This is an optimization exercise on Yosys and OpenROAD, whose aim is small area and a short achievable clock period, not a production implementation.
In this exercise RTL edits were held to simulation tests only and were not proved equivalent to the original.
Power is estimated from default activity; no workload was simulated.

===== flow/run.sh =====
#!/bin/bash
# synth_recipe.tcl (not shown) runs the flow's synth.tcl, then flattens the netlist and writes it again
# the make line also repeats each setting of config.mk as NAME=value (left out here)
make -C /OpenROAD-flow-scripts/flow DESIGN_CONFIG=/design/flow/config.mk WORK_HOME=/design/flow/orfs CLKGATE_MAP_FILE= SYNTH_SCRIPT=/design/flow/synth_recipe.tcl finish

===== flow/constraint.sdc =====
create_clock -name core_clock -period 3.2 [get_ports {clk}]
set_input_delay 0.6400 -clock core_clock [delete_from_list [all_inputs] [get_ports {clk}]]
set_output_delay 0.6400 -clock core_clock [all_outputs]
set_load 0.01 [all_outputs]

===== flow/config.mk =====
export PLATFORM = sky130hd
export DESIGN_NAME = cam_core
export DESIGN_NICKNAME = cam_core
export VERILOG_FILES = /design/flow/design.v
export SDC_FILE = /design/flow/constraint.sdc
export NUM_CORES = 4
export LEC_CHECK = 0
export CAP_MARGIN = 20
export CORE_MARGIN = 2
export CORE_UTILIZATION = 65
export CTS_CLUSTER_DIAMETER = 80
export CTS_CLUSTER_SIZE = 25
export PLACE_DENSITY = 0.75
export SETUP_SLACK_MARGIN = 1.4
export SLEW_MARGIN = 20
export SYNTH_HIERARCHICAL = 1

===== flow/design.v =====
module cam_xnor2 (input logic a, b, output logic y);
  assign y = ~(a ^ b);
endmodule
module cam_nand4 (input logic a, b, c, d, output logic y);
  assign y = ~(a & b & c & d);
endmodule
module cam_nand2 (input logic a, b, output logic y);
  assign y = ~(a & b);
endmodule
module cam_nor3 (input logic a, b, c, output logic y);
  assign y = ~(a | b | c);
endmodule
module cam_nor2 (input logic a, b, output logic y);
  assign y = ~(a | b);
endmodule
module cam_or2 (input logic a, b, output logic y);
  assign y = a | b;
endmodule
module cam_and2 (input logic a, b, output logic y);
  assign y = a & b;
endmodule
module cam_dec2 (input logic [1:0] a, output logic [3:0] y);
  always_comb for (int n=0; n<4; n++) y[n] = (a == n);
endmodule
module cam_dec3 (input logic en, input logic [2:0] a, output logic [7:0] y);
  always_comb for (int n=0; n<8; n++) y[n] = en & (a == n);
endmodule
module cam_hold (input logic q, d, we, we_n, output logic y);
  assign y = (we & d) | (we_n & q);
endmodule
module cam_match (
  input  logic [31:0] entry,
  input  logic        off,
  input  logic [31:0] key,
  output logic        miss,
  output logic        miss_h
);
  logic [31:0] eq;
  logic [7:0]  ne4;
  logic [3:0]  eq8;
  genvar j;
  generate
    for (j=0; j<32; j++) begin : bit_gen
      cam_xnor2 u_x (.a(entry[j]), .b(key[j]), .y(eq[j]));
    end
    for (j=0; j<8; j++) begin : n4_gen
      cam_nand4 u_n (.a(eq[4*j]), .b(eq[4*j+1]), .c(eq[4*j+2]), .d(eq[4*j+3]), .y(ne4[j]));
    end
    for (j=1; j<4; j++) begin : e8_gen
      cam_nor2 u_e (.a(ne4[2*j]), .b(ne4[2*j+1]), .y(eq8[j]));
    end
  endgenerate
  cam_nor3 u_e0 (.a(ne4[0]), .b(ne4[1]), .c(off), .y(eq8[0]));
  cam_nand4 u_m (.a(eq8[0]), .b(eq8[1]), .c(eq8[2]), .d(eq8[3]), .y(miss));
  cam_nand4 u_mh (.a(eq8[0]), .b(eq8[1]), .c(eq8[2]), .d(eq8[3]), .y(miss_h));
endmodule
module cam_none8 (
  input  logic [7:0] miss,
  output logic       none8
);
  logic [1:0] any4;
  cam_nand4 u_a0 (.a(miss[0]), .b(miss[1]), .c(miss[2]), .d(miss[3]), .y(any4[0]));
  cam_nand4 u_a1 (.a(miss[4]), .b(miss[5]), .c(miss[6]), .d(miss[7]), .y(any4[1]));
  cam_nor2  u_n  (.a(any4[0]), .b(any4[1]), .y(none8));
endmodule
module cam_any32 (
  input  logic [31:0] miss,
  output logic        y
);
  logic [7:0] any4;
  logic [3:0] none8;
  genvar j;
  generate
    for (j=0; j<8; j++) begin : a_gen
      cam_nand4 u_a (.a(miss[4*j]), .b(miss[4*j+1]), .c(miss[4*j+2]), .d(miss[4*j+3]), .y(any4[j]));
    end
    for (j=0; j<4; j++) begin : n_gen
      cam_nor2 u_n (.a(any4[2*j]), .b(any4[2*j+1]), .y(none8[j]));
    end
  endgenerate
  cam_nand4 u_y (.a(none8[0]), .b(none8[1]), .c(none8[2]), .d(none8[3]), .y(y));
endmodule
module cam_core #(
  parameter DATA_WIDTH = 32,
  parameter ADDR_WIDTH = 5
  ) (
  input  logic                  clk,
  input  logic                  reset,
  input  logic                  cam_we,
  input  logic [ADDR_WIDTH-1:0] cam_addr,
  input  logic [DATA_WIDTH-1:0] cam_data,
  input  logic                  cam_valid,
  input  logic [DATA_WIDTH-1:0] lookup_data,
  output logic [ADDR_WIDTH-1:0] lookup_addr,
  output logic                  lookup_hit
);
  localparam ADDR_DEPTH = 2**ADDR_WIDTH;
  logic [DATA_WIDTH-1:0] lookup_table [ADDR_DEPTH];
  logic [ADDR_DEPTH-1:0] lookup_inval;
  logic [ADDR_DEPTH-1:0] lookup_off;
  logic [ADDR_DEPTH-1:0] lookup_miss;
  logic [ADDR_DEPTH-1:0] lookup_miss_h;
  logic                  lookup_hit_d;
  logic [3:0] dec_lo;
  logic [7:0] dec_hi;
  logic [ADDR_DEPTH-1:0] wsel, wsel_n;
  logic cam_valid_n;
  cam_dec2 u_dec_lo (.a(cam_addr[1:0]), .y(dec_lo));
  cam_dec3 u_dec_hi (.en(cam_we), .a(cam_addr[4:2]), .y(dec_hi));
  assign cam_valid_n = ~cam_valid;
  genvar i, k;
  generate for (i=0; i<ADDR_DEPTH; i++) begin : store_gen
    logic [DATA_WIDTH-1:0] nxt;
    logic inval_nxt;
    cam_and2  u_ws  (.a(dec_lo[i%4]), .b(dec_hi[i/4]), .y(wsel[i]));
    cam_nand2 u_wsn (.a(dec_lo[i%4]), .b(dec_hi[i/4]), .y(wsel_n[i]));
    for (k=0; k<DATA_WIDTH; k++) begin : bit_gen
      cam_hold u_h (.q(lookup_table[i][k]), .d(cam_data[k]), .we(wsel[i]), .we_n(wsel_n[i]), .y(nxt[k]));
    end
    always_ff @(posedge clk) begin
      lookup_table[i] <= nxt;
    end
    logic inval_hold;
    cam_hold u_vh (.q(lookup_inval[i]), .d(cam_valid_n), .we(wsel[i]), .we_n(wsel_n[i]), .y(inval_hold));
    cam_or2 u_vr (.a(inval_hold), .b(reset), .y(inval_nxt));
    always_ff @(posedge clk) begin
      lookup_inval[i] <= inval_nxt;
    end
  end endgenerate
  generate for (i=0; i<ADDR_DEPTH; i++) begin : lookup_gen
    cam_or2 u_off (.a(lookup_inval[i]), .b(reset), .y(lookup_off[i]));
    cam_match u_match (
      .entry(lookup_table[i]), .off(lookup_off[i]), .key(lookup_data),
      .miss(lookup_miss[i]), .miss_h(lookup_miss_h[i])
    );
  end endgenerate
  logic [1:0] addr_none_d [ADDR_WIDTH];
  logic [1:0] addr_none_q [ADDR_WIDTH];
  generate for (k=0; k<ADDR_WIDTH; k++) begin : enc_gen
    logic [15:0] sel;
    for (i=0; i<16; i++) begin : sel_gen
      localparam int IDX = ((i >> k) << (k+1)) | (1 << k) | (i & ((1 << k) - 1));
      assign sel[i] = lookup_miss[IDX];
    end
    cam_none8 u_n0 (.miss(sel[7:0]),  .none8(addr_none_d[k][0]));
    cam_none8 u_n1 (.miss(sel[15:8]), .none8(addr_none_d[k][1]));
    always_ff @(posedge clk) begin
      addr_none_q[k] <= addr_none_d[k];
    end
    cam_nand2 u_out (.a(addr_none_q[k][0]), .b(addr_none_q[k][1]), .y(lookup_addr[k]));
  end endgenerate
  cam_any32 u_hit (.miss(lookup_miss_h), .y(lookup_hit_d));
  always_ff @(posedge clk) begin
    lookup_hit  <= lookup_hit_d;
  end
endmodule

==> results of run 1 <==
==> power groups by stage <==
| stage | clock network (mW) | logic [mW] | registers [mW] |
|---|---|---|---|
| after detailed placement | 0 | 6.29 | 17.9 |
| after global routing | 7.53 | 7.01 | 17.9 |
| final | 7.08 | 6.57 | 17.7 |
| after CTS | 7.11 | 6.40 | 17.6 |
| after global placement | 0 | 5.97 | 17.7 |
| after floorplan | 0 | 4.66 | 17.5 |
==> final cells by class <==
class                      count  area (um^2)  share of cell area [%]
antenna                        2         5.00                  0.0102
clock buffer                  52         1240                    2.53
clock inverter                 7         68.8                   0.141
inverter                       1         3.75                 0.00768
multi-input combinational   2716        22400                    45.9
sequential                  1067        21400                    43.7
tap                          864         1080                    2.21
timing repair buffer         258         2680                    5.48
==> through the flow <==
step	hold slack (ps)	power, mW	cells	worst slack (ps)	cell area [um^2]
after floorplan	461	22.1	3783	1130	43500
after global placement	473	23.7	4861	428	46700
after detailed placement	474	24.2	4861	357	46700
after CTS	460	31.1	4937	1290	48400
after global routing	487	32.5	4965	1310	48800
final	495	31.3	4967	1260	48900
==> placed cells by master, fill, tap and decap left out, types with 26 or more instances in the layout <==
cell / n
clkbuf_16: 53
nand4_1: 348
a22o_1: 1056
xnor2_1: 1024
and2_4: 32
nor3_2: 26
or2_1: 64
buf_2: 49
nor2_1: 88
dfxtp_1: 1061
buf_12: 52
buf_4: 121
==> path summary, 6_finish.rpt <==
| check | slack (ps) | end | startpoint | cells after the start |
|---|---|---|---|---|
| setup / recovery | 1260 | lookup_hit$_DFF_P_ | lookup_data[20] | 10 |
| hold / removal | 490 | lookup_table[21][23]$_DFF_P_ | cam_data[23] | 2 |
| setup reg to reg | 1360 | lookup_hit$_DFF_P_ | lookup_table[1][6]$_DFF_P_ | 8 |
| hold reg to reg | 500 | lookup_table[1][17]$_DFF_P_ | lookup_table[1][17]$_DFF_P_ | 1 |
==> layer usage <==
layer / part of all wire, % / wire, um / vias up / track usage [%]
met5: 0.013 / 18 / - / 0
met4: 6.5 / 9300 / 4 / 23.0
met3: 9.8 / 14000 / 470 / 6.25
met2: 45 / 64500 / 2005 / 62.6
met1: 38 / 54800 / 17200 / 50.6
li1: - / - / 15000 / -
==> flip-flops by register name, indices dropped and copies added (netlist names) <==
name          count
addr_none_q      10
lookup_hit        1
lookup_inval     32
lookup_table   1024
==> what timing repair did <==
action	4_1_cts	5_1_grt
setup buffers	14	24
gates cloned	3	4
endpoints found under the setup margin	1034	24
hold buffers	0	0
pin swaps	9	6
resized for setup	117	38
==> qor.yml, run 1 <==
setup_path:
  path_max_fanout: 12
  worst_ep_arrival_time_ps: 2510
  cp_cell_sequence: "buf_4 > buf_12 > xnor2_1 > nand4_1 > nor2_1 > nand4_1 > nand4_1 > nor2_1 > buf_4 > nand4_1"
  crit_top_cell: "nand4_1"
  critPathBufInv: 3
  cpPeakStageDelay_ps: 360
  slowest_stage: "nor2_1"
  crit_family: "simple AND/OR/NAND/NOR gates"
  critical_path_class: "input port to register"
  crit_path_end_kind: "register"
  cp.required_ps: 3770
  cp-start-kind: "input port"
timing:
  min_period_over_period_pct: 60.7
  final_hold_viol_count: 0
  worst_clock_skew_ps: 21.1
  setup_viol: 0
  fmax_mhz: 515
  setup_tns_ps: 0
  slew_headroom_pct: 19.0
  rsz0062_at_grt: "yes"
  min_period_ps: 1940
  slew_viol_final: 0
  tightestPinTransition_ps: 1220
job:
  cap_violations: 0
power_and_ir_drop:
  p_int_mw: 22.5
  sequentialPowerShare_pct: 56.4
  p_leak_nw: 18.6
  power.switching_fraction_pct: 28.0
  powerDensity_nw_per_um2: 641
  p_sw_mw: 8.78
  power_frac_comb_pct: 21.0
  p_clk_share_pct: 22.6
  vdd_drop_max_uv: 611
run_status:
  status: "timing/DRC/antenna clean"
global_route:
  grt_overflow: 0
  grt_usage_pct: 39.3
  grt_pass1_vias: 34300
  grt_max_degree: 34
  grt_pass1_wl_um: 209000
  antenna_found_initial: 3
clocking:
  cts.sinks: 1067
  cts_buffer_depth: 3
  cts-root-buf: "clkbuf_16"
  clock_latency_ps: 650
  htree_num_levels: 2
  cts_inserted_buffers: 49
  cts_tree: "yes"
  clk_pin_slew_ps: 100
finish:
  utilization_pct: 74.2
  nets: 4166
  fillers: 4468
  area_growth_pct: 12.7
  drive_gt1_share_pct: 10.8
logic_synthesis:
  ys.warnings.count: 14
  netlist_area_um2: 43400
  syn-num-nets: 3856
  synth.avg_cell_area_um2: 11.5
  syn_inst: 3783
routing:
  drc: 0
  wl_per_cell_um: 28.7
  drt-vias-per-instance: 6.99
  postRouteAntennaNets: 0
  via_count: 34700
  drtIter0Drc: 3554
  dr.pass1.iters: 8
  drt_wl_total_um: 143000
floorplanning:
  ios: 79
  dieHeight_um: 262
  start_util_pct: 65.8
  core_region_area_um2: 65900
  die_area_um2: 68800
  chipWidth_um: 262
  rows: 94
worst_hold_path:
  hold_class: "input port to register"
placed_design:
  numPortBuffers: 78
  dp_hpwl_um: 84800
  globalplace.congestion: 0.946
==> run 2: changes to the inputs <==
--- a/flow/config.mk
+++ b/flow/config.mk
@@ -11,6 +11,6 @@
 export CTS_CLUSTER_DIAMETER = 80
 export CTS_CLUSTER_SIZE = 25
 export PLACE_DENSITY = 0.75
-export SETUP_SLACK_MARGIN = 1.4
+export SETUP_SLACK_MARGIN = 1.5
 export SLEW_MARGIN = 20
 export SYNTH_HIERARCHICAL = 1
==> qor.yml, run 2 <==
run_status:
  status: "timing/DRC/antenna clean"
global_route:
  antenna_found_initial: 4  # +1
  grt_pass1_wl_um: 218000  # +4.1%
  grt_max_degree: 38  # +12%
  grt_overflow: 0  # unchanged
  grt_pass1_vias: 34500  # +0.46%
  grt_usage_pct: 41.3  # +2.0 points
setup_path:
  r2r.worst_path.cells: 8  # unchanged
  crit_path_end_kind: "output port"
  cp.required_ps: 2560  # -1210 ps
  cp-start-kind: "register"
  path_max_fanout: 1  # -11
  worst_ep_arrival_time_ps: 1260  # -1250 ps
  critical_path_class: "register to output port"
routing:
  postRouteAntennaNets: 0  # unchanged
  via_count: 36500  # +5.1%
  dr.pass1.iters: 5  # -3
  drt-vias-per-instance: 7.14  # +2.2%
  drc: 0  # unchanged
  wl_per_cell_um: 31.5  # +9.5%
  drt_wl_total_um: 161000  # +13%
  drtIter0Drc: 5191  # +46%
finish:
  max_flop_register: "lookup_table"
  fillers: 4262  # -4.6%
  final_common_cell: "a22o_1"
  mostFrequentLayoutCells: "1056 x a22o_1, 1054 x dfxtp_1, 991 x xnor2_1"
  nets: 4299  # +3.2%
  finalNonFillerCells: 5107  # +2.8%
  largest_reg_flops: 1024  # unchanged
  multi_input_area_um2: 23000  # +2.6%
  seq_area_um2: 21400  # about the same
  drive_gt1_share_pct: 15.7  # +5.0 points
  area_growth_pct: 18.0
  top_regs: "lookup_table (1024), lookup_inval (32), addr_none_q (10)"
power_and_ir_drop:
  powerDensity_nw_per_um2: 636  # -0.70%
  p_leak_nw: 19.7  # +6.1%
  totalPowerFinal_mw: 32.5  # +4.0%
  vdd_drop_max_uv: 579  # -5.4%
timing:
  rsz0062_at_grt: "yes"
  slew_headroom_pct: 16.3  # -2.7 points
  tightestPinTransition_ps: 1260  # +39.9 ps
  worst_clock_skew_ps: 27.4  # +6.27 ps
  setup_viol: 0  # unchanged
  slew_viol_final: 0  # unchanged
  setup_tns_ps: 0  # unchanged
  fmax_mhz: 526  # +2.0%
  min_period_ps: 1900  # -38.6 ps
  min_period_over_period_pct: 59.5  # -1.2 points
  whs_ps: 231  # -264 ps
  final_hold_viol_count: 0  # unchanged
  fin_ws_ps: 1300  # +38.6 ps
clocking:
  clk_pin_slew_ps: 100  # about the same
  htree_num_levels: 2  # unchanged
  cts-root-buf: "clkbuf_16"
  cts_tree: "yes"
  cts.sinks: 1067  # unchanged
  clock_latency_ps: 650  # about the same
  cts_buffer_depth: 3  # unchanged
  cts_inserted_buffers: 50  # +2.0%
worst_hold_path:
  hold_class: "input port to register"
  whs_path_depth: 2  # unchanged
job:
  cap_violations: 0  # unchanged
floorplanning:
  ios: 79  # unchanged
  rows: 94  # unchanged
  dieHeight_um: 262  # unchanged
  chipWidth_um: 262  # unchanged
  die_area_um2: 68800  # unchanged
  start_util_pct: 65.8  # unchanged
  core_region_area_um2: 65900  # unchanged
placed_design:
  dpl.cell_count: 4895  # +0.70%
  place_ws_ps: 365  # +8.51 ps
  numPortBuffers: 78  # unchanged
  globalplace.congestion: 0.947  # about the same
  dp_hpwl_um: 89300  # +5.3%
logic_synthesis:
  syn-num-nets: 3856  # unchanged
  ys.warnings.count: 14  # unchanged
  netlist_area_um2: 43400  # unchanged
  syn_inst: 3783  # unchanged
  synth.avg_cell_area_um2: 11.5  # unchanged
-- run 2: timing repair --
| item | 4_1_cts | 5_1_grt |
|---|---|---|
| setup buffers | 31 | 85 |
| cloned | 6 | 21 |
| resized for setup | 131 | 184 |
| hold buffers | 0 | 0 |
| pin swaps | 15 | 63 |
| setup endpoints to repair | 1061 | 120 |
-- run 2: cell type report --
cell class / count / area share, %
tap: 864 / 2.11
sequential: 1067 / 41.8
timing repair buffer: 382 / 8.12
clock inverter: 10 / 0.335
antenna: 3 / 0.0147
multi-input combinational: 2724 / 45.0
inverter: 1 / 0.00734
clock buffer: 56 / 2.63
-- run 2: worst paths after layout --
kind	slack (ps)	end	startpoint
worst max-delay path	1300	lookup_addr[1]	addr_none_q[1][1]$_DFF_P_
worst min-delay path	230	lookup_table[16][8]$_DFF_P_	cam_data[8]
worst max register to register	1520	lookup_hit$_DFF_P_	lookup_table[1][4]$_DFF_P_
worst min register to register	490	lookup_table[1][7]$_DFF_P_	lookup_table[1][7]$_DFF_P_
-- run 2: stage by stage --
stage / cell area, um^2 / util [%]
finish: 51100 / 77.7
global route: 51100 / 77.7
CTS: 49100 / 74.5
detailed placement: 46800 / 71.1
global placement: 46800 / 71.1
floorplan: 43600 / -
-- run 2: where the power goes --
| group | internal, mW | switching (mW) | leakage, nW |
|---|---|---|---|
| clock | 3.36 | 4.36 | 0.748 |
| combinational | 4.07 | 3.03 | 10.1 |
| sequential | 15.8 | 1.89 | 8.87 |
-- run 2: critical path, stage by stage, from the launching register on --
cell and delay (ps):
dfxtp_4 420, nand2_4 80, buf_6 120
-- run 2: metal layers --
layer / track usage, % / wire length (um)
met3: 7.59 / 19700
met2: 63.4 / 69700
met4: 25.8 / 11300
met1: 53.8 / 59800
met5: 0 / 11
==> run 3: changes to the inputs <==
--- a/flow/design.v
+++ b/flow/design.v
@@ -32,8 +32,7 @@
   input  logic [31:0] entry,
   input  logic        off,
   input  logic [31:0] key,
-  output logic        miss,
-  output logic        miss_h
+  output logic        miss
 );
   logic [31:0] eq;
   logic [7:0]  ne4;
@@ -52,7 +51,6 @@
   endgenerate
   cam_nor3 u_e0 (.a(ne4[0]), .b(ne4[1]), .c(off), .y(eq8[0]));
   cam_nand4 u_m (.a(eq8[0]), .b(eq8[1]), .c(eq8[2]), .d(eq8[3]), .y(miss));
-  cam_nand4 u_mh (.a(eq8[0]), .b(eq8[1]), .c(eq8[2]), .d(eq8[3]), .y(miss_h));
 endmodule
 module cam_none8 (
   input  logic [7:0] miss,
@@ -62,23 +60,6 @@
   cam_nand4 u_a0 (.a(miss[0]), .b(miss[1]), .c(miss[2]), .d(miss[3]), .y(any4[0]));
   cam_nand4 u_a1 (.a(miss[4]), .b(miss[5]), .c(miss[6]), .d(miss[7]), .y(any4[1]));
   cam_nor2  u_n  (.a(any4[0]), .b(any4[1]), .y(none8));
-endmodule
-module cam_any32 (
-  input  logic [31:0] miss,
-  output logic        y
-);
-  logic [7:0] any4;
-  logic [3:0] none8;
-  genvar j;
-  generate
-    for (j=0; j<8; j++) begin : a_gen
-      cam_nand4 u_a (.a(miss[4*j]), .b(miss[4*j+1]), .c(miss[4*j+2]), .d(miss[4*j+3]), .y(any4[j]));
-    end
-    for (j=0; j<4; j++) begin : n_gen
-      cam_nor2 u_n (.a(any4[2*j]), .b(any4[2*j+1]), .y(none8[j]));
-    end
-  endgenerate
-  cam_nand4 u_y (.a(none8[0]), .b(none8[1]), .c(none8[2]), .d(none8[3]), .y(y));
 endmodule
 module cam_core #(
   parameter DATA_WIDTH = 32,
@@ -99,8 +80,6 @@
   logic [ADDR_DEPTH-1:0] lookup_inval;
   logic [ADDR_DEPTH-1:0] lookup_off;
   logic [ADDR_DEPTH-1:0] lookup_miss;
-  logic [ADDR_DEPTH-1:0] lookup_miss_h;
-  logic                  lookup_hit_d;
   logic [3:0] dec_lo;
   logic [7:0] dec_hi;
   logic [ADDR_DEPTH-1:0] wsel, wsel_n;
@@ -131,11 +110,12 @@
     cam_or2 u_off (.a(lookup_inval[i]), .b(reset), .y(lookup_off[i]));
     cam_match u_match (
       .entry(lookup_table[i]), .off(lookup_off[i]), .key(lookup_data),
-      .miss(lookup_miss[i]), .miss_h(lookup_miss_h[i])
+      .miss(lookup_miss[i])
     );
   end endgenerate
   logic [1:0] addr_none_d [ADDR_WIDTH];
   logic [1:0] addr_none_q [ADDR_WIDTH];
+  logic [3:0] hit_none_d, hit_none_q;
   generate for (k=0; k<ADDR_WIDTH; k++) begin : enc_gen
     logic [15:0] sel;
     for (i=0; i<16; i++) begin : sel_gen
@@ -149,8 +129,11 @@
     end
     cam_nand2 u_out (.a(addr_none_q[k][0]), .b(addr_none_q[k][1]), .y(lookup_addr[k]));
   end endgenerate
-  cam_any32 u_hit (.miss(lookup_miss_h), .y(lookup_hit_d));
+  generate for (k=0; k<4; k++) begin : hit_gen
+    cam_none8 u_n (.miss(lookup_miss[8*k +: 8]), .none8(hit_none_d[k]));
+  end endgenerate
   always_ff @(posedge clk) begin
-    lookup_hit  <= lookup_hit_d;
+    hit_none_q <= hit_none_d;
   end
+  cam_nand4 u_hit (.a(hit_none_q[0]), .b(hit_none_q[1]), .c(hit_none_q[2]), .d(hit_none_q[3]), .y(lookup_hit));
 endmodule
--- a/flow/config.mk
+++ b/flow/config.mk
@@ -11,6 +11,6 @@
 export CTS_CLUSTER_DIAMETER = 80
 export CTS_CLUSTER_SIZE = 25
 export PLACE_DENSITY = 0.75
-export SETUP_SLACK_MARGIN = 1.5
+export SETUP_SLACK_MARGIN = 1.4
 export SLEW_MARGIN = 20
 export SYNTH_HIERARCHICAL = 1
==> qor.yml, run 3 <==
worst_hold_path:
  holdCritStartpoint: "cam_data[1]"
  whs_path_depth: 2  # unchanged
  hold_class: "input port to register"
global_route:
  grt_pass1_wl_um: 227000  # +4.1%
  antenna_found_initial: 6  # +2
  grt_usage_pct: 45.1  # +3.8 points
  met3_usage_pct: 11.9  # +4.3 points
  grt.met2_usage_pct: 67.0  # +3.5 points
  gr-max-usage-layer: "met2"
  grtUsageMet1_pct: 59.2  # +5.4 points
  grt_overflow: 0  # unchanged
  grt_pass1_vias: 34400  # -0.16%
  grt_max_degree: 35  # -7.9%
placed_design:
  dpl.cell_count: 4896  # +0.020%
  place_ws_ps: 329  # -36.2 ps
  globalplace.congestion: 0.898  # -5.1%
  dp_hpwl_um: 90900  # +1.8%
  numPortBuffers: 78  # unchanged
timing:
  setup_viol: 0  # unchanged
  min_period_ps: 1960  # +53.5 ps
  slew_viol_final: 0  # unchanged
  final_hold_viol_count: 0  # unchanged
  fmax_mhz: 511  # -2.7%
  tightestPinTransition_ps: 1120  # -138 ps
  rsz0062_at_grt: "yes"
  min_period_over_period_pct: 61.1  # +1.7 points
  setup_tns_ps: 0  # unchanged
  worst_clock_skew_ps: 22.2  # -5.15 ps
  slew_headroom_pct: 25.5  # +9.2 points
  whs_ps: 262  # +30.6 ps
  fin_ws_ps: 1240  # -53.5 ps
floorplanning:
  start_util_pct: 65.7  # -0.086 points
  ios: 79  # unchanged
  chipWidth_um: 262  # -0.15%
  dieHeight_um: 262  # -0.15%
  rows: 94  # unchanged
  core_region_area_um2: 65700  # -0.18%
  die_area_um2: 68600  # -0.30%
clocking:
  cts_buffer_depth: 3  # unchanged
  cts-hold-fix-buffers: 0  # unchanged
  htree_num_levels: 2  # unchanged
  cts_tree: "yes"
  clock_latency_ps: 650  # about the same
  cts-root-buf: "clkbuf_16"
  cts.sinks: 1070  # +0.28%
  clk_pin_slew_ps: 100  # about the same
  cts_inserted_buffers: 49  # -2.0%
power_and_ir_drop:
  powerDensity_nw_per_um2: 643  # +1.1%
  sequentialPowerShare_pct: 55.8  # +1.4 points
  p_int_mw: 22.5  # -3.1%
  power.switching_fraction_pct: 29.0  # +0.46 points
  p_leak_nw: 18.9  # -4.2%
  p_clk_share_pct: 22.3  # -1.4 points
  power_frac_comb_pct: 21.9  # about the same
  p_sw_mw: 9.20  # -0.92%
  vdd_drop_max_uv: 630  # +8.9%
logic_synthesis:
  netlist_top_cells_area: "dfxtp_1 50%, a22o_1 21%, xnor2_1 21%"
  synth_common_cells: "1070 x dfxtp_1, 1056 x a22o_1, 1024 x xnor2_1"
  yosys.area_share.simple_pct: 8.28
  ys_ff_latch: 1070
  syn-num-nets: 3828  # -0.73%
  async_flop_share_pct: 0
  synth.avg_cell_area_um2: 11.5  # +0.43%
  synth-edff-count: 0
  synth_top_family_by_area: "compound AO/OA/AOI/OAI gates"
  yosysSeqAreaShare_pct: 49.6
  synthFlopType: "dfxtp_1"
  netlist_area_um2: 43200  # -0.31%
  yosys-mux-area-fraction_pct: 0
  syn_inst: 3755  # -0.74%
  yosys.cell_types.count: 17
  synth_compound_area_share_pct: 21.4
  synth_top_area_cell: "dfxtp_1"
  yosysMostFrequentCell: "dfxtp_1"
  ys.warnings.count: 14  # unchanged
  synthAdderAreaFrac_pct: 0
  synth_xor_area_share_pct: 20.8
  synth_top_area_share_pct: 49.6
setup_path:
  r2r.worst_path.cells: 6  # -2
  critical_path_class: "register to output port"
  r2r-start: "lookup_table[8][6]$_DFF_P_"
  worst_ep_arrival_time_ps: 1320  # +60 ps
  r2r_end: "hit_none_q[1]$_DFF_P_"
  cp.required_ps: 2560  # about the same
  setup.worst_path.end: "lookup_hit"
  crit_path_end_kind: "output port"
  path_max_fanout: 1  # unchanged
  critPathLaunch: "hit_none_q[3]$_DFF_P_"
  cp-start-kind: "register"
  r2r_slack_ps: 1580  # +60 ps
finish:
  fillers: 4466  # +4.8%
  nets: 4224  # -1.7%
  final_common_cell: "dfxtp_1"
  area_growth_pct: 14.1
  mostFrequentLayoutCells: "1061 x dfxtp_1, 1056 x a22o_1, 1024 x xnor2_1"
  utilization_pct: 75.0  # -2.6 points
  top_regs: "lookup_table (1024), lookup_inval (32), addr_none_q (10)"
  largest_reg_flops: 1024  # unchanged
  finalNonFillerCells: 5021  # -1.7%
  max_flop_register: "lookup_table"
  drive_gt1_share_pct: 12.2  # -3.5 points
run_status:
  status: "timing/DRC/antenna clean"
routing:
  drc: 0  # unchanged
  drt-vias-per-instance: 7.23  # +1.3%
  postRouteAntennaNets: 0  # unchanged
  via_count: 36300  # -0.39%
  wl_per_cell_um: 32.7  # +4.1%
  dr.pass1.iters: 6  # +1
  drtIter0Drc: 5185  # -0.12%
  drt_wl_total_um: 164000  # +2.3%
job:
  cap_violations: 0  # unchanged
-- run 3: metal layers --
layer  vias up  wire length [um]
li1      15000                 -
met1     17900             60100
met2      2792             69200
met3       681             23300
met4         6             11700
met5         -                40
-- run 3: what timing repair did --
item                                    CTS  global route
gates cloned                              2             7
resized for setup                        83            23
buffers inserted                         20            39
endpoints found under the setup margin  997           238
pin swaps                                16            29
-- run 3: kinds of logic after synthesis --
group / count (synthesis)
XOR/XNOR: 1024
AND/OR/NAND/NOR: 604
AO/OA/AOI/OAI: 1056
buffers and inverters: 1
flip-flops: 1070
-- run 3: stage by stage --
| stage | power, mW | area [um^2] |
|---|---|---|
| floorplan | 22.2 | 43400 |
| global placement | 24.0 | 47100 |
| detailed placement | 24.5 | 47100 |
| CTS | 31.3 | 48700 |
| global route | 32.7 | 49300 |
| finish | 31.7 | 49300 |
-- run 3: worst min path at each step --
stage	slack (ps)	endpoint
4_1_cts	240	lookup_table[5][1]$_DFF_P_
2_1_floorplan	460	lookup_table[0][0]$_DFF_P_
5_1_grt	260	lookup_table[5][1]$_DFF_P_
3_3_place_gp	470	lookup_table[7][4]$_DFF_P_
6_report	260	lookup_table[5][1]$_DFF_P_
3_5_place_dp	470	lookup_table[16][14]$_DFF_P_
-- run 3: Yosys stat by module, one instance, submodules excluded, excerpt --
module	cells	flops+latches	area (um^2)
cam_and2	1	0	6.26
cam_core	1071	1070	21400
cam_dec2	4	0	26.3
cam_dec3	8	0	96.3
cam_hold	1	0	8.76
cam_nand2	1	0	3.75
cam_nand4	1	0	6.26
cam_nor2	1	0	3.75
cam_nor3	1	0	10.0
cam_or2	1	0	6.26
cam_xnor2	1	0	8.76
-- run 3: final cells by class --
cell class	instances	area [um^2]	area share (%)
multi-input cells	2685	22000	44.7
flip-flops and latches	1070	21400	43.5
repair buffers	344	3480	7.06
clock buffers	52	1240	2.51
well taps	864	1080	2.19
clock inverters	3	33.8	0.0685
diodes	2	5.00	0.0101
inverters	1	3.75	0.00761
-- run 3: power by group through the flow --
stage | clock network (mW) | registers, mW | logic [mW]
6_report | 7.07 | 17.7 | 6.95
5_1_grt | 7.45 | 18.0 | 7.29
4_1_cts | 7.02 | 17.7 | 6.63
3_5_place_dp | 0 | 17.9 | 6.55
3_3_place_gp | 0 | 17.8 | 6.23
2_1_floorplan | 0 | 17.5 | 4.66
-- run 3: worst max-delay path, stage by stage (launching register included) --
cell	delay [ps]
dfxtp_2	330
nand4_1	150
buf_2	190
==> run 4: changes to the inputs <==
--- a/flow/config.mk
+++ b/flow/config.mk
@@ -11,6 +11,6 @@
 export CTS_CLUSTER_DIAMETER = 80
 export CTS_CLUSTER_SIZE = 25
 export PLACE_DENSITY = 0.75
-export SETUP_SLACK_MARGIN = 1.4
+export SETUP_SLACK_MARGIN = 1.6
 export SLEW_MARGIN = 20
 export SYNTH_HIERARCHICAL = 1
==> qor.yml, run 4 <==
timing:
  fin_ws_ps: 1050  # -198 ps
  setup_tns_ps: 0  # unchanged
  slew_viol_final: 0  # unchanged
  final_hold_viol_count: 0  # unchanged
  min_period_over_period_pct: 67.3  # +6.2 points
  tightestPinTransition_ps: 1020  # -101 ps
  min_period_ps: 2150  # +198 ps
  worst_clock_skew_ps: 22.1  # -0.100 ps
  fmax_mhz: 464  # -9.2%
  setup_viol: 0  # unchanged
  slew_headroom_pct: 32.3  # +6.8 points
  rsz0062_at_grt: "yes"
  whs_ps: 322  # +60.7 ps
setup_path:
  crit_path_end_kind: "output port"
  slowest_stage: "dfxtp_2"
  cpPeakStageDelay_ps: 370  # +40 ps
  r2r-start: "lookup_table[20][21]$_DFF_P_"
  cp.required_ps: 2560  # about the same
  cp_cell_sequence: "nand4_1 > buf_2"
  path_max_fanout: 1  # unchanged
  cp-start-kind: "register"
  critPathLaunch: "hit_none_q[3]$_DFF_P_"
  worst_ep_arrival_time_ps: 1510  # +190 ps
  critical_path_class: "register to output port"
routing:
  drtIter0Drc: 5599  # +8.0%
  wl_per_cell_um: 32.7  # -0.16%
  drc: 0  # unchanged
  drt-vias-per-instance: 7.18  # -0.70%
  dr.pass1.iters: 8  # +2
  postRouteAntennaNets: 0  # unchanged
  wl_met3_um: 24300  # +4.3%
  wl_met2_um: 70800  # +2.2%
  via_count: 37000  # +2.0%
  drt_wl_total_um: 169000  # +2.5%
  drt-met1-wl_um: 60300  # +0.22%
  top_layer_used: "met5"
clocking:
  cts-root-buf: "clkbuf_16"
  clock_latency_ps: 660  # about the same
  cts_inserted_buffers: 50  # +2.0%
  clk_pin_slew_ps: 100  # about the same
  htree_num_levels: 2  # unchanged
  cts.sinks: 1070  # unchanged
  cts_tree: "yes"
  cts_buffer_depth: 3  # unchanged
logic_synthesis:
  netlist_area_um2: 43200  # unchanged
  synth.avg_cell_area_um2: 11.5  # unchanged
  synthFlopType: "dfxtp_1"
  yosysSeqAreaShare_pct: 49.6  # unchanged
  ys.warnings.count: 14  # unchanged
  async_flop_share_pct: 0  # unchanged
  yosys.cell_types.count: 17  # unchanged
  netlist_top_cells_area: "dfxtp_1 50%, a22o_1 21%, xnor2_1 21%"
  ys_ff_latch: 1070  # unchanged
  syn_inst: 3755  # unchanged
  synth_common_cells: "1070 x dfxtp_1, 1056 x a22o_1, 1024 x xnor2_1"
  synth_top_area_share_pct: 49.6  # unchanged
  syn-num-nets: 3828  # unchanged
  synth-edff-count: 0  # unchanged
  yosysMostFrequentCell: "dfxtp_1"
  synth_top_area_cell: "dfxtp_1"
floorplanning:
  rows: 94  # unchanged
  ios: 79  # unchanged
  die_area_um2: 68600  # unchanged
  chipWidth_um: 262  # unchanged
  start_util_pct: 65.7  # unchanged
  core_region_area_um2: 65700  # unchanged
  dieHeight_um: 262  # unchanged
placed_design:
  globalplace.congestion: 0.918  # +2.2%
  place_ws_ps: 366  # +37.4 ps
  dp_hpwl_um: 95200  # +4.7%
  numPortBuffers: 78  # unchanged
power_and_ir_drop:
  vdd_drop_max_uv: 522  # -17%
  powerDensity_nw_per_um2: 631  # -1.9%
  totalPowerFinal_mw: 32.7  # +3.1%
  p_leak_nw: 20.2  # +6.7%
finish:
  max_flop_register: "lookup_table"
  largest_reg_flops: 1024  # unchanged
  nets: 4351  # +3.0%
  final_common_cell: "a22o_1"
  fillers: 4148  # -7.1%
  drive_gt1_share_pct: 17.2  # +5.0 points
  antenna_cells: 0  # -2
  area_growth_pct: 19.9
  mostFrequentLayoutCells: "1056 x a22o_1, 1035 x dfxtp_1, 979 x xnor2_1"
  top_regs: "lookup_table (1024), lookup_inval (32), addr_none_q (10)"
global_route:
  grt_pass1_wl_um: 226000  # -0.56%
  grt_max_degree: 38  # +8.6%
  grt_pass1_vias: 34800  # +1.2%
  grt_overflow: 0  # unchanged
  antenna_found_initial: 2  # -4
  grt_usage_pct: 44.7  # -0.44 points
run_status:
  status: "timing/DRC/antenna clean"
worst_hold_path:
  hold_class: "input port to register"
  holdCritStartpoint: "cam_data[13]"
job:
  cap_violations: 0  # unchanged
-- run 4: cell counts after synthesis --
No cell type changed its count.
-- run 4: path summary, 6_finish.rpt --
| path | endpoint | slack (ps) | depth (start not counted) |
|---|---|---|---|
| max | lookup_hit | 1050 | 2 |
| min | lookup_table[14][13]$_DFF_P_ | 320 | 2 |
| max reg2reg | addr_none_q[2][1]$_DFF_P_ | 1580 | 6 |
| min reg2reg | lookup_table[31][4]$_DFF_P_ | 480 | 1 |
-- run 4: final cells by class --
class | instances | area, um^2 | area share, %
Multi-Input combinational cell | 2697 | 22600 | 43.7
Clock inverter | 9 | 118 | 0.227
Tap cell | 864 | 1080 | 2.09
Sequential cell | 1070 | 21500 | 41.4
Clock buffer | 57 | 1360 | 2.63
Timing Repair Buffer | 458 | 5140 | 9.93
Inverter | 1 | 8.76 | 0.0169
-- run 4: cells by family (layout without fill, tap and decap cells) --
group / Yosys count / after routing / share of synthesized area [%]
simple gates: 604 / 617 / 8.28
buf+inv: 1 / 525 / 0.00868
compound gates: 1056 / 1056 / 21.4
flops: 1070 / 1070 / 49.6
xor+xnor: 1024 / 1024 / 20.8
-- run 4: critical path, delay by kind of cell (launching register included) --
kind | cells | cell delay [ps]
buf+inv | 1 | 240
simple gates | 1 | 250
flops | 1 | 370
-- run 4: layer usage --
metal,up-vias,GRT usage (%)
met2,2882,66.3
met1,18200,57.4
li1,15300,-
met3,704,11.8
met4,2,29.6
met5,-,0
-- run 4: timing repair --
item / CTS / global route
gates resized for setup: 152 / 199
pin swaps: 54 / 86
gates cloned: 16 / 24
buffers inserted: 64 / 90
endpoints found under the setup margin: 1076 / 446
hold buffers: 0 / 0
-- run 4: power breakdown --
part / leakage (nW) / switching (mW) / internal (mW) / total [mW]
logic: 10.5 / 3.18 / 4.18 / 7.36
clock network: 0.721 / 4.35 / 3.22 / 7.57
registers: 8.90 / 1.91 / 15.9 / 17.8
-- run 4: stage by stage --
stage          util, %  instance area, um^2  instances
6_report          78.8                51800       5156
4_1_cts           75.9                49900       5042
2_1_floorplan        -                43500       3755
3_5_place_dp      71.7                47100       4896
3_3_place_gp      71.7                47100       4896
5_1_grt           78.8                51800       5156
-- run 4: per-module statistics from Yosys, one instance, submodules excluded, a selection --
module | cells inside | cell area [um^2] | flops+latches | copies in the design
cam_hold | 1 | 8.76 | 0 | 1056
cam_nor2 | 1 | 3.75 | 0 | 110
cam_nand2 | 1 | 3.75 | 0 | 37
cam_dec3 | 8 | 96.3 | 0 | 1
cam_core | 1071 | 21400 | 1070 | 1
cam_nand4 | 1 | 6.26 | 0 | 317
cam_and2 | 1 | 6.26 | 0 | 32
cam_nor3 | 1 | 10.0 | 0 | 32
cam_xnor2 | 1 | 8.76 | 0 | 1024
cam_dec2 | 4 | 26.3 | 0 | 1
cam_or2 | 1 | 6.26 | 0 | 64
==> run 5: changes to the inputs <==
==> flow/flow/run.sh (new file) <==
#!/bin/bash
# Standard layout, but let timing repair resize gates to any footprint
# (the platform default restricts it to same-footprint swaps).
set -o pipefail
bash standard.sh MATCH_CELL_FOOTPRINT=0 finish > standard.log 2>&1
==> flow/standard.sh (new file) <==
#!/bin/bash
# synth_recipe.tcl (not shown) runs the flow's synth.tcl, then flattens the netlist and writes it again
# the make line also repeats each setting of config.mk as NAME=value (left out here)
make -C /OpenROAD-flow-scripts/flow DESIGN_CONFIG=/design/flow/config.mk WORK_HOME=/design/flow/orfs CLKGATE_MAP_FILE= SYNTH_SCRIPT=/design/flow/synth_recipe.tcl "${@:-finish}"
--- a/flow/config.mk
+++ b/flow/config.mk
@@ -11,6 +11,6 @@
 export CTS_CLUSTER_DIAMETER = 80
 export CTS_CLUSTER_SIZE = 25
 export PLACE_DENSITY = 0.75
-export SETUP_SLACK_MARGIN = 1.6
+export SETUP_SLACK_MARGIN = 1.4
 export SLEW_MARGIN = 20
 export SYNTH_HIERARCHICAL = 1
removed: flow/run.sh
==> qor.yml, run 5 <==
routing:
  wl_per_cell_um: 32.4  # -0.79%
  dr.pass1.iters: 8  # unchanged
  via_count: 36200  # -2.2%
  drtIter0Drc: 5264  # -6.0%
  drt-vias-per-instance: 7.22  # +0.54%
  drc: 0  # unchanged
  postRouteAntennaNets: 0  # unchanged
  drt_wl_total_um: 163000  # -3.5%
timing:
  slew_headroom_pct: 27.4  # -5.0 points
  worst_clock_skew_ps: 21.1  # -1.02 ps
  rsz0062_at_grt: "yes"
  min_period_over_period_pct: 61.7  # -5.6 points
  slew_viol_final: 0  # unchanged
  final_hold_viol_count: 0  # unchanged
  min_period_ps: 1970  # -179 ps
  setup_tns_ps: 0  # unchanged
  setup_viol: 0  # unchanged
  tightestPinTransition_ps: 1090  # +74.3 ps
  whs_ps: 263  # -59.7 ps
  fin_ws_ps: 1230  # +179 ps
  fmax_mhz: 506  # +9.1%
clocking:
  clock_latency_ps: 650  # about the same
  cts.sinks: 1070  # unchanged
  cts_tree: "yes"
  htree_num_levels: 2  # unchanged
  cts_buffer_depth: 3  # unchanged
  cts-hold-fix-buffers: 0  # unchanged
  cts-root-buf: "clkbuf_16"
  clk_pin_slew_ps: 100  # about the same
  cts_inserted_buffers: 49  # -2.0%
worst_hold_path:
  hold_class: "input port to register"
global_route:
  grt_usage_pct: 45.2  # +0.50 points
  grt_pass1_vias: 34400  # -1.1%
  antenna_found_initial: 4  # +2
  grt_max_degree: 35  # -7.9%
  grt_overflow: 0  # unchanged
  grt_pass1_wl_um: 227000  # +0.62%
placed_design:
  globalplace.congestion: 0.898  # -2.1%
  dp_hpwl_um: 90900  # -4.5%
  numPortBuffers: 78  # unchanged
  place_ws_ps: 329  # -37.4 ps
power_and_ir_drop:
  powerDensity_nw_per_um2: 644  # +2.0%
  p_leak_nw: 18.9  # -6.4%
  vdd_drop_max_uv: 634  # +22%
setup_path:
  critical_path_class: "register to output port"
  worst_ep_arrival_time_ps: 1330  # -180 ps
  critPathLaunch: "hit_none_q[3]$_DFF_P_"
  cp.required_ps: 2560  # about the same
  r2r-start: "lookup_table[8][6]$_DFF_P_"
  cp-start-kind: "register"
  r2r_end: "hit_none_q[1]$_DFF_P_"
  r2r.worst_path.cells: 6  # unchanged
  slowest_stage: "dfxtp_2"
  cp_cell_sequence: "nand4_1 > buf_2"
  cpPeakStageDelay_ps: 330  # -40 ps
  r2r_slack_ps: 1610  # +30 ps
  setup.worst_path.end: "lookup_hit"
  path_max_fanout: 1  # unchanged
  crit_path_end_kind: "output port"
finish:
  seq_area_um2: 21400  # -0.14%
  max_flop_register: "lookup_table"
  nets: 4215  # -3.1%
  mostFrequentLayoutCells: "1061 x dfxtp_1, 1056 x a22o_1, 1023 x xnor2_1"
  area_growth_pct: 13.9
  multi_input_area_um2: 22100  # -2.5%
  fillers: 4484  # +8.1%
  utilization_pct: 74.9  # -4.0 points
  top_regs: "lookup_table (1024), lookup_inval (32), addr_none_q (10)"
  largest_reg_flops: 1024  # unchanged
  final_common_cell: "dfxtp_1"
  drive_gt1_share_pct: 12.1  # -5.2 points
floorplanning:
  ios: 79  # unchanged
  start_util_pct: 65.7  # unchanged
  core_region_area_um2: 65700  # unchanged
  dieHeight_um: 262  # unchanged
  rows: 94  # unchanged
  chipWidth_um: 262  # unchanged
  die_area_um2: 68600  # unchanged
logic_synthesis:
  synth-edff-count: 0  # unchanged
  yosysMostFrequentCell: "dfxtp_1"
  synthFlopType: "dfxtp_1"
  async_flop_share_pct: 0  # unchanged
  netlist_top_cells_area: "dfxtp_1 50%, a22o_1 21%, xnor2_1 21%"
  netlist_area_um2: 43200  # unchanged
  yosys.cell_types.count: 17  # unchanged
  synth_top_area_share_pct: 49.6  # unchanged
  ys_ff_latch: 1070  # unchanged
  yosysSeqAreaShare_pct: 49.6  # unchanged
  synth.avg_cell_area_um2: 11.5  # unchanged
  ys.warnings.count: 14  # unchanged
  synth_common_cells: "1070 x dfxtp_1, 1056 x a22o_1, 1024 x xnor2_1"
  syn-num-nets: 3828  # unchanged
  syn_inst: 3755  # unchanged
  synth_top_area_cell: "dfxtp_1"
run_status:
  status: "timing/DRC/antenna clean"
job:
  cap_violations: 0  # unchanged
[run 5: changes by cell type in the layout (fill, tap and decap cells not counted), moves of 11 or more]
cell       change
buf_4         -58
xnor2_1       +44
xnor2_2       -44
buf_6         -32
dfxtp_2       -27
dfxtp_1       +26
buf_12        -23
clkbuf_16     -16
nor2_1        +16
nor2_2        -16
and2_4        -14
buf_2         +11
[run 5: critical path: cells and delay by family (launching register included)]
family / cells / cell delay, ps
buffers and inverters: 1 / 200
AND/OR/NAND/NOR: 1 / 160
flip-flops: 1 / 330
[run 5: stage by stage]
step / cells / cell area, um^2 / power, mW
2_1_floorplan: 3755 / 43400 / 22.2
3_3_place_gp: 4896 / 47100 / 24.0
3_5_place_dp: 4896 / 47100 / 24.5
4_1_cts: 4978 / 48700 / 31.3
5_1_grt: 5011 / 49200 / 32.7
6_report: 5014 / 49200 / 31.7
[run 5: modules after synthesis (local to each module, per instance), a selection]
module / flip-flops and latches / times used / cell area [um^2] / cells
cam_and2: 0 / 32 / 6.26 / 1
cam_core: 1070 / 1 / 21400 / 1071
cam_dec2: 0 / 1 / 26.3 / 4
cam_dec3: 0 / 1 / 96.3 / 8
cam_hold: 0 / 1056 / 8.76 / 1
cam_nand2: 0 / 37 / 3.75 / 1
cam_nand4: 0 / 317 / 6.26 / 1
cam_nor2: 0 / 110 / 3.75 / 1
cam_nor3: 0 / 32 / 10.0 / 1
cam_or2: 0 / 64 / 6.26 / 1
cam_xnor2: 0 / 1024 / 8.76 / 1
[run 5: final cells by class]
cell class | count | area share (%)
multi-input cells | 2685 | 44.8
clock inverters | 3 | 0.0686
flip-flops and latches | 1070 | 43.6
repair buffers | 335 | 6.79
well taps | 864 | 2.20
diodes | 4 | 0.0203
clock buffers | 52 | 2.51
inverters | 1 | 0.00763
[run 5: cell families (layout without fill, tap and decap cells)]
kind of cell,after synthesis,after routing,share of synthesized area [%]
other,0,4,0
flip-flops,1070,1070,49.6
AND/OR/NAND/NOR,604,605,8.28
XOR/XNOR,1024,1024,20.8
AO/OA/AOI/OAI,1056,1056,21.4
buffers and inverters,1,391,0.00868
[run 5: how the worst min path moves through the flow]
| stage | startpoint | end | slack (ps) | cells past startpoint |
|---|---|---|---|---|
| floorplan | lookup_table[0][0]$_DFF_P_ | lookup_table[0][0]$_DFF_P_ | 460 | 1 |
| global placement | lookup_table[7][4]$_DFF_P_ | lookup_table[7][4]$_DFF_P_ | 470 | 1 |
| detailed placement | lookup_table[16][14]$_DFF_P_ | lookup_table[16][14]$_DFF_P_ | 470 | 1 |
| CTS | cam_data[1] | lookup_table[5][1]$_DFF_P_ | 240 | 2 |
| global route | cam_data[1] | lookup_table[5][1]$_DFF_P_ | 260 | 2 |
| finish | cam_data[1] | lookup_table[5][1]$_DFF_P_ | 260 | 2 |
[run 5: per-layer routing]
metal	vias up	routed length, um	global-route usage (%)
met5	-	41	0
met3	650	22400	12.3
met1	17900	60500	58.9
li1	15000	-	-
met2	2721	69300	66.7
met4	6	10400	27.9
[run 5: report_power, final]
part	switching [mW]	internal (mW)	leakage (nW)
registers	1.85	15.9	8.89
logic	3.04	3.87	9.36
clock network	4.27	2.79	0.623
[run 5: what timing repair did]
item	4_1_cts	5_1_grt
gates cloned	2	4
gates resized for setup	78	28
endpoints found under the setup margin	997	21
pin swaps	21	26
setup buffers	25	28
==> run 6: changes to the inputs <==
--- a/flow/design.v
+++ b/flow/design.v
@@ -32,7 +32,8 @@
   input  logic [31:0] entry,
   input  logic        off,
   input  logic [31:0] key,
-  output logic        miss
+  output logic        miss,
+  output logic        miss_h
 );
   logic [31:0] eq;
   logic [7:0]  ne4;
@@ -51,6 +52,7 @@
   endgenerate
   cam_nor3 u_e0 (.a(ne4[0]), .b(ne4[1]), .c(off), .y(eq8[0]));
   cam_nand4 u_m (.a(eq8[0]), .b(eq8[1]), .c(eq8[2]), .d(eq8[3]), .y(miss));
+  cam_nand4 u_mh (.a(eq8[0]), .b(eq8[1]), .c(eq8[2]), .d(eq8[3]), .y(miss_h));
 endmodule
 module cam_none8 (
   input  logic [7:0] miss,
@@ -60,6 +62,15 @@
   cam_nand4 u_a0 (.a(miss[0]), .b(miss[1]), .c(miss[2]), .d(miss[3]), .y(any4[0]));
   cam_nand4 u_a1 (.a(miss[4]), .b(miss[5]), .c(miss[6]), .d(miss[7]), .y(any4[1]));
   cam_nor2  u_n  (.a(any4[0]), .b(any4[1]), .y(none8));
+endmodule
+module cam_any16 (
+  input  logic [15:0] miss,
+  output logic        y
+);
+  logic [1:0] none8;
+  cam_none8 u_n0 (.miss(miss[7:0]),  .none8(none8[0]));
+  cam_none8 u_n1 (.miss(miss[15:8]), .none8(none8[1]));
+  cam_nand2 u_y (.a(none8[0]), .b(none8[1]), .y(y));
 endmodule
 module cam_core #(
   parameter DATA_WIDTH = 32,
@@ -80,6 +91,7 @@
   logic [ADDR_DEPTH-1:0] lookup_inval;
   logic [ADDR_DEPTH-1:0] lookup_off;
   logic [ADDR_DEPTH-1:0] lookup_miss;
+  logic [ADDR_DEPTH-1:0] lookup_miss_h;
   logic [3:0] dec_lo;
   logic [7:0] dec_hi;
   logic [ADDR_DEPTH-1:0] wsel, wsel_n;
@@ -110,12 +122,11 @@
     cam_or2 u_off (.a(lookup_inval[i]), .b(reset), .y(lookup_off[i]));
     cam_match u_match (
       .entry(lookup_table[i]), .off(lookup_off[i]), .key(lookup_data),
-      .miss(lookup_miss[i])
+      .miss(lookup_miss[i]), .miss_h(lookup_miss_h[i])
     );
   end endgenerate
   logic [1:0] addr_none_d [ADDR_WIDTH];
   logic [1:0] addr_none_q [ADDR_WIDTH];
-  logic [3:0] hit_none_d, hit_none_q;
   generate for (k=0; k<ADDR_WIDTH; k++) begin : enc_gen
     logic [15:0] sel;
     for (i=0; i<16; i++) begin : sel_gen
@@ -129,11 +140,11 @@
     end
     cam_nand2 u_out (.a(addr_none_q[k][0]), .b(addr_none_q[k][1]), .y(lookup_addr[k]));
   end endgenerate
-  generate for (k=0; k<4; k++) begin : hit_gen
-    cam_none8 u_n (.miss(lookup_miss[8*k +: 8]), .none8(hit_none_d[k]));
-  end endgenerate
+  logic [1:0] hit_any_d, hit_any_q;
+  cam_any16 u_hit0 (.miss(lookup_miss_h[15:0]),  .y(hit_any_d[0]));
+  cam_any16 u_hit1 (.miss(lookup_miss_h[31:16]), .y(hit_any_d[1]));
   always_ff @(posedge clk) begin
-    hit_none_q <= hit_none_d;
+    hit_any_q <= hit_any_d;
   end
-  cam_nand4 u_hit (.a(hit_none_q[0]), .b(hit_none_q[1]), .c(hit_none_q[2]), .d(hit_none_q[3]), .y(lookup_hit));
+  cam_or2 u_hit (.a(hit_any_q[0]), .b(hit_any_q[1]), .y(lookup_hit));
 endmodule
==> flow/run.sh (new file) <==
#!/bin/bash
# synth_recipe.tcl (not shown) runs the flow's synth.tcl, then flattens the netlist and writes it again
# the make line also repeats each setting of config.mk as NAME=value (left out here)
make -C /OpenROAD-flow-scripts/flow DESIGN_CONFIG=/design/flow/config.mk WORK_HOME=/design/flow/orfs CLKGATE_MAP_FILE= SYNTH_SCRIPT=/design/flow/synth_recipe.tcl finish
removed: flow/flow/run.sh
removed: flow/standard.sh
==> qor.yml, run 6 <==
finish:
  seq_area_um2: 21400  # -0.19%
  top_regs: "lookup_table (1024), lookup_inval (32), addr_none_q (10)"
  area_growth_pct: 13.2
  largest_reg_flops: 1024  # unchanged
  final_area_um2: 49100  # -0.23%
  multi_input_area_um2: 22500  # +1.8%
  antenna_cells: 0  # -4
  nets: 4218  # +0.071%
  mostFrequentLayoutCells: "1060 x dfxtp_1, 1056 x a22o_1, 1023 x xnor2_1"
  fillers: 4475  # -0.20%
  max_flop_register: "lookup_table"
  final_common_cell: "dfxtp_1"
  drive_gt1_share_pct: 11.9  # -0.11 points
floorplanning:
  dieHeight_um: 262  # +0.18%
  chipWidth_um: 262  # +0.18%
  core_region_area_um2: 65900  # +0.18%
  rows: 94  # unchanged
  start_util_pct: 65.9  # +0.13 points
  ios: 79  # unchanged
  die_area_um2: 68800  # +0.37%
global_route:
  grt_pass1_wl_um: 207000  # -8.9%
  grt_usage_pct: 38.7  # -6.4 points
  antenna_found_initial: 0  # -4
  grt_max_degree: 58  # +66%
  grt_overflow: 0  # unchanged
  grt_pass1_vias: 34200  # -0.68%
clocking:
  clk_pin_slew_ps: 90  # about the same
  cts_buffer_depth: 3  # unchanged
  cts_inserted_buffers: 49  # unchanged
  cts.sinks: 1068  # -0.19%
  cts-hold-fix-buffers: 0  # unchanged
  cts-root-buf: "clkbuf_16"
  cts_tree: "yes"
  htree_num_levels: 2  # unchanged
  clock_latency_ps: 640  # about the same
timing:
  setup_viol: 0  # unchanged
  min_period_ps: 2040  # +65.5 ps
  slew_headroom_pct: 20.0  # -7.4 points
  final_hold_viol_count: 0  # unchanged
  worst_clock_skew_ps: 24.6  # +3.53 ps
  whs_ps: 412  # +149 ps
  rsz0062_at_grt: "yes"
  slew_viol_final: 0  # unchanged
  setup_tns_ps: 0  # unchanged
  fin_ws_ps: 1160  # -65.5 ps
  min_period_over_period_pct: 63.8  # +2.0 points
  fmax_mhz: 490  # -3.2%
  tightestPinTransition_ps: 1200  # +110 ps
setup_path:
  path_max_fanout: 1  # unchanged
  cp.required_ps: 2560  # about the same
  cp_cell_sequence: "or2_1 > buf_2"
  crit_path_end_kind: "output port"
  cpPeakStageDelay_ps: 360  # +30 ps
  critical_path_class: "register to output port"
  worst_ep_arrival_time_ps: 1400  # +70 ps
  cp-start-kind: "register"
  slowest_stage: "dfxtp_2"
power_and_ir_drop:
  p_clk_share_pct: 22.4  # about the same
  power.switching_fraction_pct: 27.9  # -0.98 points
  p_sw_mw: 8.74  # -4.6%
  power_frac_comb_pct: 21.1  # -0.7 points
  p_leak_nw: 18.8  # -0.14%
  sequentialPowerShare_pct: 56.5  # +0.6 points
  powerDensity_nw_per_um2: 637  # -1.0%
  vdd_drop_max_uv: 540  # -15%
  p_int_mw: 22.5  # +0.12%
logic_synthesis:
  netlist_area_um2: 43400  # +0.37%
  syn_inst: 3786  # +0.83%
  syn-num-nets: 3859  # +0.81%
  synth.avg_cell_area_um2: 11.5  # -0.45%
  ys.warnings.count: 14  # unchanged
routing:
  drt_wl_total_um: 143000  # -12%
  dr.pass1.iters: 5  # -3
  wl_met3_um: 13900  # -38%
  postRouteAntennaNets: 0  # unchanged
  drc: 0  # unchanged
  drtIter0Drc: 4285  # -19%
  drt-vias-per-instance: 6.96  # -3.6%
  top_layer_used: "met4"
  wl_per_cell_um: 28.5  # -12%
  via_count: 34900  # -3.6%
  drt-met1-wl_um: 56700  # -6.2%
  wl_met2_um: 64400  # -7.0%
placed_design:
  place_ws_ps: 341  # +12.1 ps
  numPortBuffers: 78  # unchanged
  dp_hpwl_um: 85400  # -6.0%
  globalplace.congestion: 0.973  # +8.3%
  place_area_um2: 46800  # -0.59%
worst_hold_path:
  hold_class: "input port to register"
run_status:
  status: "timing/DRC/antenna clean"
job:
  cap_violations: 0  # unchanged
[run 6: changes by cell type in the layout (fill, tap and decap cells not counted), sizes merged, moves of 2 or more]
cell           before   now
and2               34    37
buf               320   285
clkbuf             60    62
clkdlybuf4s15       0     4
clkinv              1     3
dfxtp            1070  1068
diode               4     0
dlygate4sd2         0     2
dlymetal6s2s        6     0
nand2              37    39
nand4             317   347
[run 6: routing by layer]
layer  vias to the layer above  GRT usage [%]
met1                     17400           51.4
met2                      2030           61.5
met3                       393           5.54
li1                      15100              -
met4                         0           20.7
met5                         -              0
[run 6: final cells by class]
cell class,instances,area share [%]
multi-input cells,2722,45.7
flip-flops and latches,1068,43.6
repair buffers,303,5.82
clock buffers,51,2.51
well taps,864,2.20
clock inverters,6,0.138
inverters,1,0.00765
[run 6: worst paths after layout]
kind | cells past startpoint | slack (ps) | startpoint | endpoint
setup / recovery | 2 | 1160 | hit_any_q[0]$_DFF_P_ | lookup_hit
setup reg to reg | 6 | 1430 | lookup_table[23][30]$_DFF_P_ | addr_none_q[0][1]$_DFF_P_
hold / removal | 2 | 410 | cam_data[27] | lookup_table[11][27]$_DFF_P_
hold reg to reg | 1 | 500 | lookup_table[8][26]$_DFF_P_ | lookup_table[8][26]$_DFF_P_
[run 6: power by group through the flow]
stage          combinational, mW  sequential (mW)  clock, mW
4_1_cts                     6.36             17.6       7.04
2_1_floorplan               4.66             17.5          0
3_3_place_gp                5.96             17.7          0
3_5_place_dp                6.26             17.9          0
5_1_grt                     7.04             17.9       7.45
6_report                    6.60             17.7       7.02
[run 6: repair_timing]
item,4_1_cts,5_1_grt
endpoints found under the setup margin,1029,90
buffers inserted,15,26
cloned,5,7
resized for setup,116,73
pin swaps,6,18
[run 6: critical path: cells and delay by family (launching register included)]
kind	cells	cell delay, ps
DFF	1	360
and+or+nand+nor	1	250
buffers and inverters	1	150
[run 6: through the flow]
step,total power [mW],util (%),std cells
floorplan,22.2,-,3786
global placement,23.7,71.0,4905
detailed placement,24.2,71.0,4905
CTS,31.0,73.5,4982
global route,32.4,74.5,5015
finish,31.3,74.5,5015

## re-timing with driven ports
No port has a modelled driver above. Below, the same layouts with a new extraction and two added sets of constraints. Step 1 assumes that a clkbuf_16 drives the clock port and a buf_2 every other input. Step 2 times the ports against the registers' clock, not the clock port: input delays grow and output delays shrink by t, the midpoint of the rising clock arrivals with the driver on. Slacks: ideal / step 1 / step 2; pairs: ideal / step 1.
run	t (ns)	slack for setup (ns)	clock arrival spread, ns	worst data-port slew with drivers (ns)
run 1	0.710	1.259 / 1.252 / 0.593	0.025 / 0.024	0.10
run 2	0.709	1.298 / 1.229 / 0.645	0.032 / 0.032	0.23
run 3	0.710	1.244 / 1.171 / 0.720	0.026 / 0.027	0.08
run 4	0.712	1.046 / 0.980 / 0.804	0.029 / 0.029	0.10
run 5	0.706	1.225 / 1.155 / 0.714	0.025 / 0.025	0.07
run 6	0.699	1.160 / 1.092 / 0.722	0.032 / 0.031	0.05
After both steps setup and hold are still met in every run listed. The setup slack of run 1, which loses most, moves by -0.007 ns with the drivers and by -0.666 ns with both steps.
